Source: an optimization exercise on an open RTL-to-GDS flow (aim: small area). Production flows keep margins and buffers that such runs may drop.
RTL that was checked went through simulation tests only; none was proved equivalent to the original.
No driver is modelled on the clock port, so clocking that relies on it looks cheaper here than on a real chip.
Power is estimated from default activity; no workload was simulated.

== willow ==
Design c6288_top, start of the top module:
module c6288_top (clk,
    in256, in239, in222, in205, in188, in171, in154, in137, in120, in103, in86, in69, in52, in35, in18, in1, in528, in511, in494, in477, in460, in443, in426, in409, in392, in375, in358, in341, in324, in307, in290, in273,
    out6287, out6288, out6280, out6270, out6260, out6250, out6240, out6230, out6220, out6210, out6200, out6190, out6180, out6170, out6160, out6150, out6123, out5971, out5672, out5308, out4946, out4591, out4241, out3895, out3552, out3211, out2877, out2548, out2223, out1901, out1581, out545);
  input clk;
  input in256, in239, in222, in205, in188, in171, in154, in137, in120, in103, in86, in69, in52, in35, in18, in1, in528, in511, in494, in477, in460, in443, in426, in409, in392, in375, in358, in341, in324, in307, in290, in273;
  output reg out6287, out6288, out6280, out6270, out6260, out6250, out6240, out6230, out6220, out6210, out6200, out6190, out6180, out6170, out6160, out6150, out6123, out5971, out5672, out5308, out4946, out4591, out4241, out3895, out3552, out3211, out2877, out2548, out2223, out1901, out1581, out545;
  wire c_out6287;
  wire c_out6288;
  wire c_out6280;
  wire c_out6270;
  wire c_out6260;
  wire c_out6250;
  wire c_out6240;
  wire c_out6230;
  wire c_out6220;
  wire c_out6210;
  wire c_out6200;
  wire c_out6190;
  wire c_out6180;
  wire c_out6170;
  wire c_out6160;
  ...
Size: about 600 cells after synthesis, roughly 65 I/O pins, about 6600 um^2 of cells after synthesis.
export LEC_CHECK = 0
export CAP_MARGIN = 20
export CORE_MARGIN = 2
export CORE_UTILIZATION = 40
export GPL_TIMING_DRIVEN = 0
export SLEW_MARGIN = 20
export SYNTH_HIERARCHICAL = 1
export SYNTH_MINIMUM_KEEP_SIZE = 0
create_clock -name core_clock -period 10.0 [get_ports {clk}]
standard.sh (not shown) runs the stock make flow with config.mk's settings and CLKGATE_MAP_FILE= SYNTH_SCRIPT=/design/flow/synth_recipe.tcl, a recipe that flattens the netlist after the stock synthesis.
==> flow/flow/run.sh <==
#!/bin/bash
set -euo pipefail
bash standard.sh \
  "BUFFER_PORTS_ARGS=-inputs -buffer_cell sky130_fd_sc_hd__buf_2" \
  "PRE_GLOBAL_PLACE_TCL=$PWD/flow/outbuf.tcl" \
  "CTS_ARGS=-sink_clustering_enable -repair_clock_nets -buf_list sky130_fd_sc_hd__clkbuf_16 -root_buf sky130_fd_sc_hd__clkbuf_16 -sink_clustering_size 32 -sink_clustering_max_diameter 1000 -dont_use_dummy_load" \
  finish > standard_flow.log 2>&1
==> flow/flow/outbuf.tcl <==
# Buffer every output port with the smallest buffer and keep those buffers
# (global_place.tcl's remove_buffers would otherwise take them out again).
# The inputs are buffered by the standard buffer_ports call after this hook.
buffer_ports -outputs -buffer_cell sky130_fd_sc_hd__buf_1
set n 0
foreach port [get_ports out*] {
  set net [get_nets [get_full_name $port]]
  foreach pin [get_pins -of_objects $net -filter "direction == output"] {
    set_dont_touch [get_cells -of_objects $pin]
    incr n
  }
}
puts "dont_touch set on $n output buffers"
if { $n != 32 } { error "expected 32 output buffers, found $n" }
willow: PASS, flow complete, no timing, DRC or antenna violations
For lagoon, these inputs were changed with respect to willow:
- an added ABC_AREA of 1
==> flow/flow/run.sh <==
#!/bin/bash
set -euo pipefail
bash standard.sh \
  "BUFFER_PORTS_ARGS=-inputs -buffer_cell sky130_fd_sc_hd__buf_1" \
  "PRE_GLOBAL_PLACE_TCL=$PWD/flow/outbuf.tcl" \
  "CTS_ARGS=-sink_clustering_enable -repair_clock_nets -buf_list sky130_fd_sc_hd__clkbuf_8 -root_buf sky130_fd_sc_hd__clkbuf_8 -sink_clustering_size 32 -sink_clustering_max_diameter 400 -dont_use_dummy_load" \
  finish > standard_flow.log 2>&1
diff --git a/flow/flow/outbuf.tcl b/flow/flow/outbuf.tcl
--- a/flow/flow/outbuf.tcl
+++ b/flow/flow/outbuf.tcl
@@ -4,2 +4,4 @@
 buffer_ports -outputs -buffer_cell sky130_fd_sc_hd__buf_1
+# connect the new buffers' power and ground pins by the design's global rules
+global_connect
 set n 0
### Flow results
In summary, lagoon completed successfully, with a layout that passed the timing, DRC and antenna checks.
Between lagoon and willow, the final area is higher for lagoon.
Compared with willow, in lagoon fraction of area in multi-input gates decreased 3.0 points; critical path depth increased 2.
lagoon vs willow: arithmetic-cell share of the synthesized area counting full adders, half adders and majority gates down
Against willow, fmax in lagoon came out better.
diff inputs: lagoon => nickel
- removing ABC_AREA (formerly 1)
==> flow/flow/run.sh <==
#!/bin/bash
set -euo pipefail
bash standard.sh \
  "BUFFER_PORTS_ARGS=-inputs -buffer_cell sky130_fd_sc_hd__buf_2" \
  "PRE_GLOBAL_PLACE_TCL=$PWD/flow/outbuf.tcl" \
  "CTS_ARGS=-repair_clock_nets -buf_list sky130_fd_sc_hd__clkbuf_8 -root_buf sky130_fd_sc_hd__clkbuf_8 -dont_use_dummy_load" \
  finish > standard_flow.log 2>&1
diff --git a/flow/flow/outbuf.tcl b/flow/flow/outbuf.tcl
--- a/flow/flow/outbuf.tcl
+++ b/flow/flow/outbuf.tcl
@@ -4,4 +4,2 @@
 buffer_ports -outputs -buffer_cell sky130_fd_sc_hd__buf_1
-# connect the new buffers' power and ground pins by the design's global rules
-global_connect
 set n 0
==> comparison <==
Summary of nickel over lagoon: share of the cycle needed by the critical path after routing rose 0.75 points; sequential power rose about 4%; worst setup slack after placement rose 640 ps; total power after layout fell 0.00020 W; combinational group share of total power fell 1.6 points.
nickel: well-tap cell count 5 below lagoon
Edits applied to the flow inputs when going from nickel to juniper:
- swapping 40 for 60 in CORE_UTILIZATION
==> flow/flow/run.sh <==
#!/bin/bash
set -euo pipefail
bash standard.sh \
  "BUFFER_PORTS_ARGS=-inputs -buffer_cell sky130_fd_sc_hd__buf_1" \
  "PRE_GLOBAL_PLACE_TCL=$PWD/flow/outbuf.tcl" \
  "CTS_ARGS=-sink_clustering_enable -repair_clock_nets -buf_list sky130_fd_sc_hd__clkbuf_8 -root_buf sky130_fd_sc_hd__clkbuf_8 -sink_clustering_size 32 -sink_clustering_max_diameter 400 -dont_use_dummy_load" \
  finish > standard_flow.log 2>&1
diff --git a/flow/flow/outbuf.tcl b/flow/flow/outbuf.tcl
--- a/flow/flow/outbuf.tcl
+++ b/flow/flow/outbuf.tcl
@@ -4,2 +4,4 @@
 buffer_ports -outputs -buffer_cell sky130_fd_sc_hd__buf_1
+# connect the new buffers' power and ground pins by the design's global rules
+global_connect
 set n 0
Results
On fraction of standard cell area that is sequential, nickel tracks juniper almost exactly.
Diff nickel -> juniper: number of clock-tree buffers in the layout now sits at about the same level; final area now sits lower; post-CTS resize count now sits higher; total length of routed wires now sits lower; number of cells produced by synthesis now sits at about the same level.
juniper packs its core tighter than nickel.
Sequential cell fraction of total power for juniper: 0.3 points down relative to nickel
nickel has higher final critical-path required period than juniper.
Input changes introduced in pepper (baseline for comparison: juniper):
- CORE_UTILIZATION changed from 60 to 40
diff --git a/flow/flow/run.sh b/flow/flow/run.sh
--- a/flow/flow/run.sh
+++ b/flow/flow/run.sh
@@ -5,2 +5,3 @@
   "PRE_GLOBAL_PLACE_TCL=$PWD/flow/outbuf.tcl" \
+  "PRE_CTS_TCL=$PWD/flow/clkbuf.tcl" \
   "CTS_ARGS=-sink_clustering_enable -repair_clock_nets -buf_list sky130_fd_sc_hd__clkbuf_8 -root_buf sky130_fd_sc_hd__clkbuf_8 -sink_clustering_size 32 -sink_clustering_max_diameter 400 -dont_use_dummy_load" \
==> flow/flow/clkbuf.tcl (new file) <==
# Drive all flip-flop clock pins from one clkbuf_16 at the middle of the core,
# so that the clock port feeds a single buffer.
set block [ord::get_db_block]
set core [$block getCoreArea]
set dbu [$block getDbUnitsPerMicron]
set x [expr { ([$core xMin] + [$core xMax]) / 2.0 / $dbu }]
set y [expr { ([$core yMin] + [$core yMax]) / 2.0 / $dbu }]
insert_buffer -buffer_cell sky130_fd_sc_hd__clkbuf_16 -net clk -location [list $x $y] -buffer_name clkroot -net_name clk_root
global_connect
detailed_placement
==> comparison <==
Going from juniper to pepper, the reported leakage power was found to have gone up by 0.0085 nW.
in86 as the first element of the critical path was reported by pepper, and in307 by juniper.
In pepper relative to juniper, placement row count had gone up by more than 10%.
Overall power delta (juniper -> pepper): insignificant
Global-route usage: higher on juniper
Relative to juniper, power share of the combinational group has decreased by 1.4 points in pepper.

========
Another version of the RTL of c6288_top (not shown whole).
Size in the first run: ~640 cells after synthesis, about 32 flip-flops, about 65 I/O pins, about 0.0074 sq mm of cells after synthesis.
make LEC_CHECK=0 CAP_MARGIN=20 CORE_MARGIN=2 CORE_UTILIZATION=40 SLEW_MARGIN=20 finish   # period 10.0 ns
run.sh (not shown) runs the stock make flow with config.mk's settings and CLKGATE_MAP_FILE= SYNTH_SCRIPT=/design/flow/synth_recipe.tcl, a recipe that flattens the netlist after the stock synthesis.
Stock flow here: none of the scripts above is used.
Next try:
Settings changed: ABC_AREA from default to 1, SYNTH_HIERARCHICAL from default to 1, SYNTH_MINIMUM_KEEP_SIZE from default to 0.
Outcome: The new run produced a clean layout. Synthesized area went down by a few percent. Worst setup slack is better by 0.060 ns. Routed wire length went down by a little under a tenth. Combinational power went up by roughly a tenth.
Function was not checked in any run of this note: the RTL went through the layout flow alone.

========
Another version of the RTL of c6288_top (not shown whole).
For scale: about 600 cells after synthesis, ~32 flip-flops, about 65 I/O pins, about 6700 um2 of cells after synthesis.
==> flow/config.mk <==
export PLATFORM = sky130hd
export DESIGN_NAME = c6288_top
export DESIGN_NICKNAME = c6288_top
export VERILOG_FILES = /design/flow/design.v
export SDC_FILE = /design/flow/constraint.sdc
export NUM_CORES = 4
export LEC_CHECK = 0
export CAP_MARGIN = 20
export CORE_MARGIN = 2
export CORE_UTILIZATION = 40
export CTS_BUF_LIST = sky130_fd_sc_hd__clkbuf_8
export CTS_CLUSTER_DIAMETER = 200
export CTS_CLUSTER_SIZE = 40
export SLEW_MARGIN = 20
export SYNTH_HIERARCHICAL = 1
export SYNTH_MINIMUM_KEEP_SIZE = 0
==> flow/constraint.sdc <==
create_clock -name core_clock -period 10.0 [get_ports {clk}]
set_input_delay 2.0000 -clock core_clock [delete_from_list [all_inputs] [get_ports {clk}]]
set_output_delay 2.0000 -clock core_clock [all_outputs]
set_load 0.01 [all_outputs]
standard.sh (not shown) runs the stock make flow with config.mk's settings and CLKGATE_MAP_FILE= SYNTH_SCRIPT=/design/flow/synth_recipe.tcl, a recipe that flattens the netlist after the stock synthesis.
==> flow/flow/run.sh <==
#!/bin/bash
set -euo pipefail
bash standard.sh \
  "BUFFER_PORTS_ARGS=-inputs -buffer_cell sky130_fd_sc_hd__buf_2" \
  "PRE_GLOBAL_PLACE_TCL=$PWD/flow/outbuf.tcl" \
  finish > standard_flow.log 2>&1
==> flow/flow/outbuf.tcl <==
# Buffer every output port with the smallest buffer and keep those buffers
# (global_place.tcl's remove_buffers would otherwise take them out again).
# The inputs are buffered by the standard buffer_ports call after this hook.
buffer_ports -outputs -buffer_cell sky130_fd_sc_hd__buf_1
set n 0
foreach port [get_ports out*] {
  set net [get_nets [get_full_name $port]]
  foreach pin [get_pins -of_objects $net -filter "direction == output"] {
    set_dont_touch [get_cells -of_objects $pin]
    incr n
  }
}
puts "dont_touch set on $n output buffers"
if { $n != 32 } { error "expected 32 output buffers, found $n" }
The baseline finished clean.
Change:
==> flow/flow/run.sh (replaced) <==
#!/bin/bash
set -euo pipefail
BUF=${PORT_BUF:-sky130_fd_sc_hd__buf_2}
bash standard.sh "BUFFER_PORTS_ARGS=-buffer_cell $BUF" finish > standard_flow.log 2>&1
- CTS_BUF_LIST: sky130_fd_sc_hd__clkbuf_8 -> default
- CTS_CLUSTER_DIAMETER: 200 -> default
- CTS_CLUSTER_SIZE: 40 -> default
removed: flow/flow/outbuf.tcl
Final cell count hardly moves.
Clock-buffer cell count is unchanged.
Fmax drops by 0.33%.
Non-clock buffer count grows by 2.
Change:
==> flow/run.sh (new file) <==
#!/bin/bash
# synth_recipe.tcl (not shown) runs the flow's synth.tcl, then flattens the netlist and writes it again
# the make line also repeats each setting of config.mk as NAME=value (left out here)
make -C /OpenROAD-flow-scripts/flow DESIGN_CONFIG=/design/flow/config.mk WORK_HOME=/design/flow/orfs CLKGATE_MAP_FILE= SYNTH_SCRIPT=/design/flow/synth_recipe.tcl finish
- ABC_AREA: default -> 1
removed: flow/flow/run.sh
removed: flow/standard.sh
Result: Final cell count grows by 21%. Worst setup slack loses 280 ps. Final area came out higher by 12%. Global-route usage rose by 1.1 points. Synthesized cell count goes up by 26%. Worst hold slack gets better by 370 ps.
Change:
==> flow/flow/run.sh (new file) <==
#!/bin/bash
set -euo pipefail
BUF=${PORT_BUF:-sky130_fd_sc_hd__buf_2}
bash standard.sh "BUFFER_PORTS_ARGS=-buffer_cell $BUF" finish > standard_flow.log 2>&1
==> flow/standard.sh (new file) <==
#!/bin/bash
# synth_recipe.tcl (not shown) runs the flow's synth.tcl, then flattens the netlist and writes it again
# the make line also repeats each setting of config.mk as NAME=value (left out here)
make -C /OpenROAD-flow-scripts/flow DESIGN_CONFIG=/design/flow/config.mk WORK_HOME=/design/flow/orfs CLKGATE_MAP_FILE= SYNTH_SCRIPT=/design/flow/synth_recipe.tcl "${@:-finish}"
- ABC_AREA: 1 -> default
- CTS_BUF_LIST: default -> sky130_fd_sc_hd__clkbuf_8
- CTS_CLUSTER_DIAMETER: default -> 200
- CTS_CLUSTER_SIZE: default -> 40
removed: flow/run.sh
=> The new run went through all stages and came out clean. Sequential power stays flat. Final area came out lower by about 12%. First-iteration DRC count rises by 16%.
Change:
==> flow/flow/run.sh (replaced) <==
#!/bin/bash
set -euo pipefail
bash standard.sh \
  "BUFFER_PORTS_ARGS=-inputs -buffer_cell sky130_fd_sc_hd__buf_2" \
  "PRE_GLOBAL_PLACE_TCL=$PWD/flow/outbuf.tcl" \
  finish > standard_flow.log 2>&1
==> flow/flow/outbuf.tcl (new file) <==
# Buffer every output port with the smallest buffer (inputs are buffered by
# the standard buffer_ports call that follows this hook).
buffer_ports -outputs -buffer_cell sky130_fd_sc_hd__buf_1
Effect: Sequential share of layout area climbs by 0.20 points; via count drops by 3.1%; final cell count drops by 3.7%.
Change:
==> flow/flow/run.sh (replaced) <==
#!/bin/bash
set -euo pipefail
BUF=${PORT_BUF:-sky130_fd_sc_hd__buf_1}
bash standard.sh "BUFFER_PORTS_ARGS=-buffer_cell $BUF" finish > standard_flow.log 2>&1
- CTS_BUF_LIST: sky130_fd_sc_hd__clkbuf_8 -> default
- CTS_CLUSTER_DIAMETER: 200 -> default
- CTS_CLUSTER_SIZE: 40 -> default
removed: flow/flow/outbuf.tcl
Wire length rose by a few percent.
Final area went up by a few percent.
Die area stays the same.
Worst setup slack loses 86 ps.
Clock power grows by well over a third.

## separate check: timing with driven ports
No port has a modelled driver above. Below, the same layouts with a new extraction and two added sets of constraints.
Step 1: set_driving_cell puts a clkbuf_16 on clk and a buf_2 on each other input, an assumption about the parent block.
Step 2 times the ports against the registers' clock, not the clock port: input delays grow and output delays shrink by t, the midpoint of the rising clock arrivals with the driver on.
Three values: ideal, step 1, step 2; two values: the first two.
| run | t, ns | setup WS [ns] | clock arrival spread, ns |
|---|---|---|---|
| willow | 0.324 | 0.273 / 0.287 / -0.037 | 0.014 / 0.014 |
| lagoon | 0.335 | 0.372 / 0.383 / 0.048 | 0.016 / 0.016 |
| nickel | 0.341 | 0.297 / 0.307 / -0.033 | 0.019 / 0.019 |
| juniper | 0.336 | 0.307 / 0.315 / -0.021 | 0.017 / 0.017 |
| pepper | 0.458 | 0.366 / 0.381 / -0.077 | 0.009 / 0.008 |
| the first run of note 2 | 0.339 | 0.260 / 0.284 / -0.055 | 0.003 / 0.004 |
| the second run of note 2 | 0.338 | 0.320 / 0.338 / 0.001 | 0.006 / 0.005 |
| the first run of note 3 | 0.348 | 0.737 / 0.749 / 0.402 | 0.015 / 0.015 |
| the second run of note 3 | 0.332 | 0.706 / 0.722 / 0.390 | 0.005 / 0.005 |
| the third run of note 3 | 0.324 | 0.429 / 0.443 / 0.119 | 0.012 / 0.012 |
| the fourth run of note 3 | 0.344 | 0.715 / 0.727 / 0.383 | 0.011 / 0.012 |
| the fifth run of note 3 | 0.351 | 0.784 / 0.801 / 0.450 | 0.006 / 0.007 |
| the sixth run of note 3 | 0.333 | 0.699 / 0.714 / 0.382 | 0.007 / 0.007 |
Met with ideal ports but missed after step 2: setup timing in 5 of these runs. The setup slack of pepper, which loses most, moves by +0.015 ns with the drivers and by -0.443 ns with both steps.
